Context: an optimization exercise on an open-source flow, tuned for small area and a short achievable clock period. The choices shown serve that exercise and are no tape-out recipe.
Only simulation tests tie the RTL to the original design; equivalence was not proved.
No activity file was given, so power comes from the tool's default toggle rates.

Setup of exp/quartz:
## ka10_top
module ka10_top(
	input wire clk,
	input wire reset,
	input wire sw_power,
	input wire key_stop_sw,
	input wire key_exa_sw,
	input wire key_ex_nxt_sw,
	input wire key_dep_sw,
	input wire key_dep_nxt_sw,
	input wire key_reset_sw,
	input wire key_exe_sw,
	input wire key_sta_sw,
	input wire key_rdi_sw,
	input wire key_cont_sw,
	input wire key_sing_inst,
	input wire key_sing_cycle,
	input wire key_adr_inst,
	input wire key_adr_rd,
	input wire key_adr_wr,
	input wire key_adr_stop,
	input wire key_adr_brk,
	input wire key_par_stop,
	input wire key_nxm_stop,
	input wire key_repeat_sw,
	input wire [0:35] ds,
	input wire [18:35] as,
	input wire sc_stop_sw,
	input wire fm_enable_sw,
	input wire key_repeat_bypass_sw,
	input wire mi_prog_dis_sw,
	input wire [3:9] rdi_sel,
	output wire membus_rd_rq,
	output wire membus_wr_rq,
	output wire membus_rq_cyc,
	output wire membus_wr_rs,
	output wire [21:35] membus_ma,
	output wire [18:21] membus_sel,
	output wire [0:35] membus_mb_out,
	input  wire membus_addr_ack,
	input  wire membus_rd_rs,
	input  wire [0:35] membus_mb_in,
	output wire iobus_iob_reset,
	output wire iobus_datao_clear,
	output wire iobus_datao_set,
	output wire iobus_cono_clear,
	output wire iobus_cono_set,
	output wire iobus_iob_fm_datai,
	output wire iobus_iob_fm_status,
	output wire iobus_rdi_pulse,
	output wire [3:9] iobus_ios,
	output wire [0:35] iobus_iob_out,
	input  wire [1:7] iobus_pi_req,
	input  wire [0:35] iobus_iob_in,
	input  wire iobus_iob_dr_split,
	input  wire iobus_rdi_data,
	output wire ind_run,
	output wire ind_pi_on,
	output wire ind_prog_stop,
	output wire ind_user,
	output wire ind_mem_stop,
	output wire [1:7] ind_pih,
	output wire [1:7] ind_pir,
	output wire [1:7] ind_pio,
	output wire [18:35] ind_pc_reg,
	output wire [0:17] ind_ir_reg,
	output wire [18:35] ind_ma_reg,
	output wire [0:35] ind_mi_reg,
	output wire ind_mi_prog
);
export LEC_CHECK = 0
export CAP_MARGIN = 25
export CORE_MARGIN = 2
export CORE_UTILIZATION = 55
export CTS_BUF_LIST = sky130_fd_sc_hd__clkbuf_8
export CTS_CLUSTER_DIAMETER = 50
export CTS_CLUSTER_SIZE = 15
export PLACE_DENSITY = 0.65
export SLEW_MARGIN = 20
create_clock -name core_clock -period 28.0 [get_ports {clk}]
standard.sh (not shown) runs the stock make flow with config.mk's settings and CLKGATE_MAP_FILE= SYNTH_SCRIPT=/design/flow/synth_recipe.tcl, a recipe that flattens the netlist after the stock synthesis.
==> flow/flow/run.sh <==
#!/bin/bash
# The standard layout (standard.sh, the standard flow's own ORFS run with the standard
# synthesis), with these changes to how it is made:
#  - after the standard synthesis (run unchanged), OpenROAD's restructure
#    remaps the combinational logic for area (restructure.tcl), with a copy of the
#    platform's Liberty file that leaves out the platform's don't-use cells;
#  - the port buffers that buffer_ports inserts are sky130_fd_sc_hd__buf_1
#    instead of the resizer's default pick (clkdlybuf4s50_1, a delay cell);
#  - repair_timing is asked for 16.5 ns of setup margin, so it also works on
#    the paths from inputs to outputs, which otherwise never violate.
# The clock period and constraints are the design's (constraint.sdc).
# Each tool's full output is in orfs/logs/ or in a .log file in this folder.
set -euo pipefail
cd "$(dirname "$0")/.."
knobs=("SETUP_SLACK_MARGIN=16.5" "BUFFER_PORTS_ARGS=-buffer_cell sky130_fd_sc_hd__buf_1")
bash standard.sh "${knobs[@]}" synth > standard_synth.log 2>&1
python3 flow/libfilter.py "$FLOW_HOME/platforms/sky130hd/lib/sky130_fd_sc_hd__tt_025C_1v80.lib" \
  rmp.lib '*probe*' '*lpflow*' > libfilter.log 2>&1
mkdir -p rmp_work
RES=orfs/results/sky130hd/ka10_top/base openroad -exit flow/restructure.tcl > restructure.log 2>&1
bash standard.sh "${knobs[@]}" finish > standard_finish.log 2>&1
Other scripts of this flow, unchanged in this note and not shown: flow/flow/libfilter.py, flow/flow/restructure.tcl
### exp/quartz -> exp/juniper
-- flow/flow/run.sh --
<<< exp/quartz, line 8
#    instead of the resizer's default pick (clkdlybuf4s50_1, a delay cell);
#  - repair_timing is asked for 16.5 ns of setup margin, so it also works on
#    the paths from inputs to outputs, which otherwise never violate.
>>> exp/juniper, line 8
#    instead of the resizer's default pick (clkdlybuf4s50_1, a delay cell);
#  - repair_timing is asked for 16 ns of setup margin, so it also works on
#    the paths from inputs to outputs, which otherwise never violate.
<<< exp/quartz, line 14
cd "$(dirname "$0")/.."
knobs=("SETUP_SLACK_MARGIN=16.5" "BUFFER_PORTS_ARGS=-buffer_cell sky130_fd_sc_hd__buf_1")
bash standard.sh "${knobs[@]}" synth > standard_synth.log 2>&1
>>> exp/juniper, line 14
cd "$(dirname "$0")/.."
knobs=("SETUP_SLACK_MARGIN=16" "BUFFER_PORTS_ARGS=-buffer_cell sky130_fd_sc_hd__buf_1")
bash standard.sh "${knobs[@]}" synth > standard_synth.log 2>&1
[summary]
Between exp/juniper and exp/quartz, the met2 demand-to-capacity share in global routing is higher for exp/juniper. Fmax in exp/juniper is 0.42% above exp/quartz. The data required time of the worst path on exp/juniper is in line with that on exp/quartz. On final non-filler cell area, exp/juniper and exp/quartz are basically level. exp/juniper: PASS, flow complete, no timing, DRC or antenna violations. Comparing the two runs side by side, exp/juniper comes out ahead of exp/quartz on post-layout minimum cycle time. In the metrics for exp/juniper and exp/quartz, the one carrying the lower filler cell count is exp/quartz.
Relative to exp/juniper, the following input files were edited for exp/cedar:
Settings: CTS_CLUSTER_DIAMETER changed from 50 to 80; CTS_CLUSTER_SIZE changed from 15 to 30; CTS_BUF_LIST changed from sky130_fd_sc_hd__clkbuf_8 to sky130_fd_sc_hd__clkbuf_16.
-- flow/flow/run.sh --
<<< exp/juniper, line 8
#    instead of the resizer's default pick (clkdlybuf4s50_1, a delay cell);
#  - repair_timing is asked for 16 ns of setup margin, so it also works on
#    the paths from inputs to outputs, which otherwise never violate.
>>> exp/cedar, line 8
#    instead of the resizer's default pick (clkdlybuf4s50_1, a delay cell);
#  - repair_timing is asked for 16.5 ns of setup margin, so it also works on
#    the paths from inputs to outputs, which otherwise never violate.
<<< exp/juniper, line 14
cd "$(dirname "$0")/.."
knobs=("SETUP_SLACK_MARGIN=16" "BUFFER_PORTS_ARGS=-buffer_cell sky130_fd_sc_hd__buf_1")
bash standard.sh "${knobs[@]}" synth > standard_synth.log 2>&1
>>> exp/cedar, line 14
cd "$(dirname "$0")/.."
knobs=("SETUP_SLACK_MARGIN=16.5" "BUFFER_PORTS_ARGS=-buffer_cell sky130_fd_sc_hd__buf_1")
bash standard.sh "${knobs[@]}" synth > standard_synth.log 2>&1
Total power (lower): exp/cedar
[exp/cedar vs exp/juniper] wire length: higher in exp/cedar
Setup slack: exp/cedar less than exp/juniper
The total half-perimeter wirelength after legalization and detailed placement of exp/juniper and that of exp/cedar are within noise of each other.
From exp/juniper to exp/cedar the numbers moved as follows: highest ir drop seen on vdd increased 15%, area added between synthesis and finish dropped 0.50 points, timing-limited maximum frequency lower, via count lower.
Sequential fraction of total cell area (exp/cedar over exp/juniper): increase, 0.22 points
Taking exp/juniper as the reference, in exp/cedar number of instances in the placed design shows no meaningful change, cell area shows a reduction of 0.44%.
For exp/violet, these inputs were changed with respect to exp/cedar:
-- flow/flow/run.sh --
<<< exp/cedar, line 8
#    instead of the resizer's default pick (clkdlybuf4s50_1, a delay cell);
#  - repair_timing is asked for 16.5 ns of setup margin, so it also works on
#    the paths from inputs to outputs, which otherwise never violate.
>>> exp/violet, line 8
#    instead of the resizer's default pick (clkdlybuf4s50_1, a delay cell);
#  - repair_timing is asked for 16 ns of setup margin, so it also works on
#    the paths from inputs to outputs, which otherwise never violate.
<<< exp/cedar, line 14
cd "$(dirname "$0")/.."
knobs=("SETUP_SLACK_MARGIN=16.5" "BUFFER_PORTS_ARGS=-buffer_cell sky130_fd_sc_hd__buf_1")
bash standard.sh "${knobs[@]}" synth > standard_synth.log 2>&1
>>> exp/violet, line 14
cd "$(dirname "$0")/.."
knobs=("SETUP_SLACK_MARGIN=16" "BUFFER_PORTS_ARGS=-buffer_cell sky130_fd_sc_hd__buf_1")
bash standard.sh "${knobs[@]}" synth > standard_synth.log 2>&1
exp/violet completed every stage of the flow, and the final layout passed the timing, design-rule and antenna checks.
Diff exp/violet..exp/cedar | sequential cell count | negligible
NOTE post-route total power exp/cedar->exp/violet increased slightly
As of exp/violet, number of buffers outside the clock class in the layout had fallen slightly compared to exp/cedar.
Between exp/cedar and exp/violet, the share of cell area taken by flip-flops and latches does not differ in any meaningful way.
Number of optimization iterations in the first detailed-route pass sits higher in exp/violet than in exp/cedar.
From exp/cedar to exp/violet the numbers moved as follows: met1 track utilization from global routing now sits higher, met3 demand-to-capacity share in global routing now sits lower.

---

## run X
ka10_top, a different RTL version from the one above (not shown whole).
For scale: roughly 1700 flip-flops, ~79000 um^2 of cells after synthesis.
// ka10_top
module ka10_top(
	input wire clk,
	input wire reset,
	input wire sw_power,
	input wire key_stop_sw,
	input wire key_exa_sw,
	input wire key_ex_nxt_sw,
	input wire key_dep_sw,
	input wire key_dep_nxt_sw,
	input wire key_reset_sw,
	input wire key_exe_sw,
	input wire key_sta_sw,
	input wire key_rdi_sw,
	input wire key_cont_sw,
	input wire key_sing_inst,
	input wire key_sing_cycle,
	input wire key_adr_inst,
	input wire key_adr_rd,
	input wire key_adr_wr,
	input wire key_adr_stop,
	input wire key_adr_brk,
	input wire key_par_stop,
	input wire key_nxm_stop,
	input wire key_repeat_sw,
	input wire [0:35] ds,
	input wire [18:35] as,
	input wire sc_stop_sw,
	input wire fm_enable_sw,
	input wire key_repeat_bypass_sw,
	input wire mi_prog_dis_sw,
	input wire [3:9] rdi_sel,
	output wire membus_rd_rq,
	output wire membus_wr_rq,
	output wire membus_rq_cyc,
	output wire membus_wr_rs,
	output wire [21:35] membus_ma,
	output wire [18:21] membus_sel,
	output wire [0:35] membus_mb_out,
	input  wire membus_addr_ack,
	input  wire membus_rd_rs,
	input  wire [0:35] membus_mb_in,
	output wire iobus_iob_reset,
	output wire iobus_datao_clear,
	output wire iobus_datao_set,
	output wire iobus_cono_clear,
	output wire iobus_cono_set,
	output wire iobus_iob_fm_datai,
	output wire iobus_iob_fm_status,
	output wire iobus_rdi_pulse,
	output wire [3:9] iobus_ios,
	output wire [0:35] iobus_iob_out,
	input  wire [1:7] iobus_pi_req,
	input  wire [0:35] iobus_iob_in,
	input  wire iobus_iob_dr_split,
	input  wire iobus_rdi_data,
	output wire ind_run,
	output wire ind_pi_on,
	output wire ind_prog_stop,
	output wire ind_user,
	output wire ind_mem_stop,
	output wire [1:7] ind_pih,
	output wire [1:7] ind_pir,
	output wire [1:7] ind_pio,
	output wire [18:35] ind_pc_reg,
	output wire [0:17] ind_ir_reg,
	output wire [18:35] ind_ma_reg,
	output wire [0:35] ind_mi_reg,
	output wire ind_mi_prog
);
	wire [35:0] s_readdata;
	wire s_waitrequest;
	ka10 ka10(
		.clk(clk),
		.reset(reset),
		.key_stop_sw(key_stop_sw),
		.key_exa_sw(key_exa_sw),
		.key_ex_nxt_sw(key_ex_nxt_sw),
		.key_dep_sw(key_dep_sw),
  ...
Settings: LEC_CHECK=0, CAP_MARGIN=20, CORE_MARGIN=2, CORE_UTILIZATION=40, SLEW_MARGIN=20; clock period 28.0 ns.
run.sh (not shown) runs the stock make flow with config.mk's settings and CLKGATE_MAP_FILE= SYNTH_SCRIPT=/design/flow/synth_recipe.tcl, a recipe that flattens the netlist after the stock synthesis.
Stock flow here: none of the scripts above is used.
Run X | stages: all done | timing, DRC, antenna: all pass
What run Y does differently from run X at the input level:
==> flow/flow/run.sh (new file) <==
#!/bin/bash
# The standard layout (standard.sh, the standard flow's own ORFS run with the standard
# synthesis), with two changes to how it is made:
#  - the port buffers that buffer_ports inserts are sky130_fd_sc_hd__buf_2
#    instead of the resizer's default pick (clkdlybuf4s50_1, a delay cell);
#  - repair_timing is asked for 16 ns of setup margin, so it also works on
#    the paths from inputs to outputs, which otherwise never violate.
# The clock period and constraints are the design's (constraint.sdc).
# Each tool's full output stays in orfs/logs/; standard.sh's own output goes
# to standard_sh.log in this folder.
set -euo pipefail
cd "$(dirname "$0")/.."
bash standard.sh \
  "SETUP_SLACK_MARGIN=16" \
  "BUFFER_PORTS_ARGS=-buffer_cell sky130_fd_sc_hd__buf_2" \
  finish > standard_sh.log 2>&1
==> flow/standard.sh (new file) <==
#!/bin/bash
# synth_recipe.tcl (not shown) runs the flow's synth.tcl, then flattens the netlist and writes it again
# the make line also repeats each setting of config.mk as NAME=value (left out here)
make -C /OpenROAD-flow-scripts/flow DESIGN_CONFIG=/design/flow/config.mk WORK_HOME=/design/flow/orfs CLKGATE_MAP_FILE= SYNTH_SCRIPT=/design/flow/synth_recipe.tcl "${@:-finish}"
--- a/flow/config.mk
+++ b/flow/config.mk
@@ -8,4 +8,8 @@
 export CAP_MARGIN = 20
 export CORE_MARGIN = 2
-export CORE_UTILIZATION = 40
+export CORE_UTILIZATION = 55
+export CTS_BUF_LIST = sky130_fd_sc_hd__clkbuf_8
+export CTS_CLUSTER_DIAMETER = 50
+export CTS_CLUSTER_SIZE = 15
+export PLACE_DENSITY = 0.65
 export SLEW_MARGIN = 20
removed: flow/run.sh
Notes after the runs:
On share of final-layout standard cells stronger than drive strength 1, the higher figure sits with run Y, not run X.
Diff run Y and run X: horizontal die dimension lower in run Y
The lower wire length on met1 came out of run Y.
For run X, the slowest cell on the critical path was clkdlybuf4s50_1, unlike run Y, where it was mux2_4.

-- re-timing with driven ports --
The flow's constraints put no driver on any port. The routed layouts listed below were extracted and timed again, unchanged, in two steps.
Step 1 sets driving cells, clkbuf_16 on the clock port and buf_2 on the other inputs (assumed; they add their load-dependent delay and slew).
Step 2, shift: input delay + t, output delay - t, t = (earliest + latest rising clock arrival at the registers) / 2. This alone moves slack from input paths to output paths.
Three values: ideal, step 1, step 2; two values: the first two.
| run | shift t [ns] | setup WS [ns] | worst hold slack (ns) | worst setup path after step 2 | pins driven straight from the clock port |
|---|---|---|---|---|---|
| exp/quartz | 1.044 | 15.860 / 15.807 / 15.807 | 0.332 / 0.332 / 0.332 | input to output | 1 |
| exp/juniper | 1.053 | 15.911 / 15.860 / 15.860 | 0.325 / 0.325 / 0.325 | input to output | 1 |
| exp/cedar | 0.803 | 15.859 / 15.806 / 15.806 | 0.331 / 0.331 / 0.331 | input to output | 1 |
| exp/violet | 0.800 | 15.911 / 15.865 / 15.865 | 0.335 / 0.335 / 0.335 | input to output | 1 |
| run X | 0.942 | 14.407 / 14.385 / 14.385 | 0.326 / 0.326 / 0.326 | input to output | 1 |
| run Y | 1.002 | 15.885 / 15.817 / 15.817 | 0.335 / 0.335 / 0.335 | input to output | 1 |
After both steps every run listed still meets setup and hold. The setup slack of run Y, which loses most, moves by -0.068 ns with the drivers and by -0.068 ns with both steps.
